This is an optimization exercise on Yosys and OpenROAD, whose aim is small area, not a production implementation. Where RTL was checked, it was by simulation tests only, not by an equivalence proof against the original. Power and IR drop assume default switching activity.

==> inputs of job 4957 <==
// uart_top
module uart_top (
	input clkin,
	input rst_n,
	input rx,
	output tx,
	output [2:0] rgb_led
	);
==> module uart_top, before the edit <==
module uart_top (
	input clkin,
	input rst_n,
	input rx,
	output tx,
	output [2:0] rgb_led
	);
wire clk = clkin;
localparam T_END  = 13'b1111100011011;
localparam T_HARF = 13'b0101101101100;
localparam T_TERM = 13'b0101100101100;
reg rx1, rx2;
reg s0, s1, s2, s3, s4;
always @(posedge clk or negedge rst_n) begin
	if (~rst_n) begin
		rx1 <= 1'b1;
		rx2 <= 1'b1;
	end else begin
		rx1 <= rx;
		rx2 <= rx1;
	end
end
always @(posedge clk) begin
	s0 <= rx2;
	s1 <= s0;
	s2 <= s1;
	s3 <= s2;
	s4 <= s3;
end
wire edge_rx = ~rx2 & s0;
wire [2:0] bit_cnt = s0 + s1 + s2 + s3 + s4;
wire bit_data = (bit_cnt >= 3'd3);
localparam RX_IDLE = 4'b0000;
localparam RX_ACPT = 4'b0001;    
localparam RX_STAR = 4'b0010;
localparam RX_BIT0 = 4'b0011;
localparam RX_STOP = 4'b1000;
reg [3:0] rx_state;
reg [12:0] sample_cntr;
reg hb;                          
wire sample_trg = (sample_cntr == T_END);
wire rx_idle = (rx_state == RX_IDLE) | (rx_state == RX_ACPT);
wire start_trg = edge_rx & rx_idle;
always @(posedge clk) begin
	if (start_trg)
		sample_cntr <= T_HARF;
	else if (sample_trg)
		sample_cntr <= T_TERM;
	else
		sample_cntr <= {sample_cntr[11:0], sample_cntr[12] ^ sample_cntr[2]};
end
always @(posedge clk or negedge rst_n) begin
	if (~rst_n)
		rx_state <= RX_IDLE;
	else if (rx_idle)
		rx_state <= edge_rx ? RX_STAR : RX_IDLE;
	else if (sample_trg) begin
		if (rx_state == RX_STAR)
			rx_state <= bit_data ? RX_IDLE : RX_BIT0;
		else if (rx_state == RX_BIT0)
			rx_state <= 4'b1001;
		else if (rx_state == RX_STOP)
			rx_state <= bit_data ? RX_ACPT : RX_IDLE;
		else
			rx_state <= {1'b1, rx_state[2:0] + 3'd1};
	end
end
always @(posedge clk) begin
	if (sample_trg)
		hb <= bit_data;
end
reg tx_wten;
reg [2:0] led_value;
always @(posedge clk or negedge rst_n) begin
	if (~rst_n) begin
		tx_wten <= 1'b0;
		led_value <= 3'd0;
	end else begin
		tx_wten <= (rx_state == RX_ACPT);
		if (tx_wten)
			led_value <= led_value + 3'd1;
	end
end
assign rgb_led = led_value;
reg [3:0] wp, rp;
wire empty = (wp == rp);
wire full = (wp[2:0] == rp[2:0]) & (wp[3] ^ rp[3]);
wire tx_wr = tx_wten & ~full;
reg [5:0] ph;
reg [63:0] ring;
always @(posedge clk)
	ph <= ph + 6'd1;
reg [3:0] tv;
wire wen = rx_state[3] & (ph == {wp[2:0], rx_state[2:0]});
always @(posedge clk)
	ring <= {ring[62:0], wen ? hb : ring[63]};
reg [12:0] tx_cycle_cntr;
reg nxt;
reg tx_reg;
wire busy = (tv != 4'd0);
wire cycle_end = (tx_cycle_cntr == T_END);
wire tx_start = ~busy & ~empty;
wire tx_next = busy & cycle_end & (tv != 4'd11);
wire tx_finish = cycle_end & (tv == 4'd11);
always @(posedge clk) begin
	if (tx_start | tx_next)
		tx_cycle_cntr <= T_TERM;
	else
		tx_cycle_cntr <= {tx_cycle_cntr[11:0], tx_cycle_cntr[12] ^ tx_cycle_cntr[2]};
end
always @(posedge clk) begin
	if (ph == {rp[2:0], tv[2:0]})
		nxt <= ring[63];
end
always @(posedge clk or negedge rst_n) begin
	if (~rst_n) begin
		wp <= 4'd0;
		rp <= 4'd0;
		tv <= 4'd0;
		tx_reg <= 1'b1;
	end else begin
		if (tx_wr)
			wp <= wp + 4'd1;
		if (tx_finish)
			rp <= rp + 4'd1;
		if (tx_start)
			tv <= 4'd1;
		else if (tx_finish)
			tv <= 4'd0;
		else if (tx_next)
			tv <= tv + 4'd1;
		if (tx_start)
			tx_reg <= 1'b0;
		else if (tx_next)
			tx_reg <= (tv <= 4'd8) ? nxt : 1'b1;
	end
end
assign tx = tx_reg;
endmodule
==> flow/config.mk <==
export PLATFORM = sky130hd
export DESIGN_NAME = uart_top
export DESIGN_NICKNAME = uart_top
export VERILOG_FILES = /design/flow/design.v
export SDC_FILE = /design/flow/constraint.sdc
export NUM_CORES = 4
export LEC_CHECK = 0
export CAP_MARGIN = 20
export CORE_MARGIN = 2
export CORE_UTILIZATION = 40
export CTS_BUF_LIST = sky130_fd_sc_hd__clkbuf_4 sky130_fd_sc_hd__clkbuf_2
export SLEW_MARGIN = 20
==> flow/constraint.sdc <==
create_clock -name core_clock -period 20.8 [get_ports {clkin}]
set_input_delay 4.1600 -clock core_clock [delete_from_list [all_inputs] [get_ports {clkin}]]
set_output_delay 4.1600 -clock core_clock [all_outputs]
set_load 0.01 [all_outputs]
run.sh (not shown) runs the stock make flow with config.mk's settings and CLKGATE_MAP_FILE= SYNTH_SCRIPT=/design/flow/synth_recipe.tcl, a recipe that flattens the netlist after the stock synthesis.
==> inputs of job 2668, as changes to job 4957 <==
--- a/flow/design.v
+++ b/flow/design.v
@@ -32,13 +32,13 @@
 wire bit_data = (bit_cnt >= 3'd3);
-localparam RX_IDLE = 4'b0000;
-localparam RX_ACPT = 4'b0001;    
-localparam RX_STAR = 4'b0010;
-localparam RX_BIT0 = 4'b0011;
-localparam RX_STOP = 4'b1000;
-reg [3:0] rx_state;
+localparam RX_IDLE = 2'd0;
+localparam RX_ACPT = 2'd1;    
+localparam RX_STAR = 2'd2;
+localparam RX_DATA = 2'd3;    
+reg [1:0] rx_state;
 reg [12:0] sample_cntr;
-reg hb;                          
+reg [8:0] rb;                 
 wire sample_trg = (sample_cntr == T_END);
-wire rx_idle = (rx_state == RX_IDLE) | (rx_state == RX_ACPT);
+wire rx_idle = ~rx_state[1];
 wire start_trg = edge_rx & rx_idle;
+wire in_stop = rb[8];
 always @(posedge clk) begin
@@ -54,18 +54,16 @@
 		rx_state <= RX_IDLE;
-	else if (rx_idle)
-		rx_state <= edge_rx ? RX_STAR : RX_IDLE;
-	else if (sample_trg) begin
-		if (rx_state == RX_STAR)
-			rx_state <= bit_data ? RX_IDLE : RX_BIT0;
-		else if (rx_state == RX_BIT0)
-			rx_state <= 4'b1001;
-		else if (rx_state == RX_STOP)
-			rx_state <= bit_data ? RX_ACPT : RX_IDLE;
-		else
-			rx_state <= {1'b1, rx_state[2:0] + 3'd1};
-	end
+	else case (rx_state)
+		RX_IDLE, RX_ACPT:
+			rx_state <= edge_rx ? RX_STAR : RX_IDLE;
+		RX_STAR:
+			if (sample_trg) rx_state <= bit_data ? RX_IDLE : RX_DATA;
+		RX_DATA:
+			if (sample_trg & in_stop) rx_state <= bit_data ? RX_ACPT : RX_IDLE;
+	endcase
 end
 always @(posedge clk) begin
-	if (sample_trg)
-		hb <= bit_data;
+	if (sample_trg & (rx_state == RX_STAR))
+		rb <= 9'd1;
+	else if (sample_trg & (rx_state == RX_DATA) & ~in_stop)
+		rb <= {rb[7:0], bit_data};
 end
@@ -90,8 +88,17 @@
 reg [63:0] ring;
+reg pend;
 always @(posedge clk)
 	ph <= ph + 6'd1;
-reg [3:0] tv;
-wire wen = rx_state[3] & (ph == {wp[2:0], rx_state[2:0]});
+wire [2:0] wbit = ph[2:0] - 3'd3;
+wire wen = pend & (ph[5:3] == wp[2:0]);
 always @(posedge clk)
-	ring <= {ring[62:0], wen ? hb : ring[63]};
+	ring <= {ring[62:0], wen ? rb[wbit] : ring[63]};
+always @(posedge clk) begin
+	if (tx_wr)
+		pend <= 1'b1;
+	else if (sample_trg)
+		pend <= 1'b0;
+end
+reg busy;
+reg [3:0] bc;
 reg [12:0] tx_cycle_cntr;
@@ -99,7 +106,6 @@
 reg tx_reg;
-wire busy = (tv != 4'd0);
 wire cycle_end = (tx_cycle_cntr == T_END);
 wire tx_start = ~busy & ~empty;
-wire tx_next = busy & cycle_end & (tv != 4'd11);
-wire tx_finish = cycle_end & (tv == 4'd11);
+wire tx_next = busy & cycle_end & (bc != 4'd0);
+wire tx_finish = busy & cycle_end & (bc == 4'd0);
 always @(posedge clk) begin
@@ -111,4 +117,4 @@
 always @(posedge clk) begin
-	if (ph == {rp[2:0], tv[2:0]})
-		nxt <= ring[63];
+	if (ph == {rp[2:0], bc[2:0]})
+		nxt <= ring[55];
 end
@@ -118,3 +124,4 @@
 		rp <= 4'd0;
-		tv <= 4'd0;
+		busy <= 1'b0;
+		bc <= 4'd0;
 		tx_reg <= 1'b1;
@@ -126,7 +133,9 @@
 		if (tx_start)
-			tv <= 4'd1;
+			busy <= 1'b1;
 		else if (tx_finish)
-			tv <= 4'd0;
+			busy <= 1'b0;
+		if (tx_start)
+			bc <= 4'd10;
 		else if (tx_next)
-			tv <= tv + 4'd1;
+			bc <= bc - 4'd1;
 		if (tx_start)
@@ -134,3 +143,3 @@
 		else if (tx_next)
-			tx_reg <= (tv <= 4'd8) ? nxt : 1'b1;
+			tx_reg <= (bc >= 4'd3) ? nxt : 1'b1;
 	end
--- a/flow/config.mk
+++ b/flow/config.mk
@@ -10,3 +10,2 @@
 export CORE_UTILIZATION = 40
-export CTS_BUF_LIST = sky130_fd_sc_hd__clkbuf_4 sky130_fd_sc_hd__clkbuf_2
 export SLEW_MARGIN = 20
==> qor summary <==
item	job 4957	job 2668
Post-layout worst setup margin	15.09 ns	15.09 ns
Number of nets produced by synthesis	320	321
Root buffer cell	sky130_fd_sc_hd__clkbuf_4	sky130_fd_sc_hd__clkbuf_8
Clock-pin transition on the worst setup and hold timing paths	0.12 ns	0.06 ns
Post-route core utilization	45.94%	48.80%
Run status	no timing/DRC/antenna violations	no timing/DRC/antenna violations
XOR/XNOR Fraction of Synth Area	7.082%	6.087%
Clock power share	39.9%	49.8%
Share of total power in sequential cells	59.0%	49.5%
Comb pwr share	1.1%	0.7%
Gate count after technology mapping	303	307
Total half-perimeter wirelength after legalization and detailed placement	3.414 mm	3.394 mm
Non-Filler Instances	468	473
Core Footprint	9684 um^2	9774 um^2
Number of global-route vias before repair	2,011	2,127
Slew at the pin closest to its max-slew limit	0.8375 ns	0.7734 ns
Number of clock sinks	126	134
Placed cell count	436	442
Number of non-clock buffers	7	8
Overall Global Routing Usage	11.88%	11.86%
Clock skew	0.01551 ns	0.003706 ns
Total power after layout	0.4128 mW	0.5230 mW
Flip-flop and latch share of the layout cell area	59.81%	58.84%
Nets	339	342
Global routing usage on met2	16.08%	16.25%
Only the layout flow was run in job 2668; the RTL was not checked for function there.

[static timing again, ports no longer ideal]
Ports are ideal in the flow. The routed layouts listed here were re-timed in OpenROAD.
Step 1: set_driving_cell puts a clkbuf_16 on clkin and a buf_2 on each other input, an assumption about the parent block.
Step 2, shift: input delay + t, output delay - t, t = (earliest + latest rising clock arrival at the registers) / 2. This alone moves slack from input paths to output paths.
Slacks: ideal / step 1 / step 2; pairs: ideal / step 1.
run | shift t [ns] | setup slack, ns | worst hold slack (ns) | worst register clock-pin slew, ns | pins driven straight from the clock port
job 4957 | 0.513 | 15.094 / 15.066 / 15.579 | 0.328 / 0.328 / 0.328 | 0.12 / 0.12 | 1
job 2668 | 0.536 | 15.086 / 15.055 / 15.591 | 0.321 / 0.321 / 0.321 | 0.06 / 0.06 | 1
After both steps every run listed still meets setup and hold.
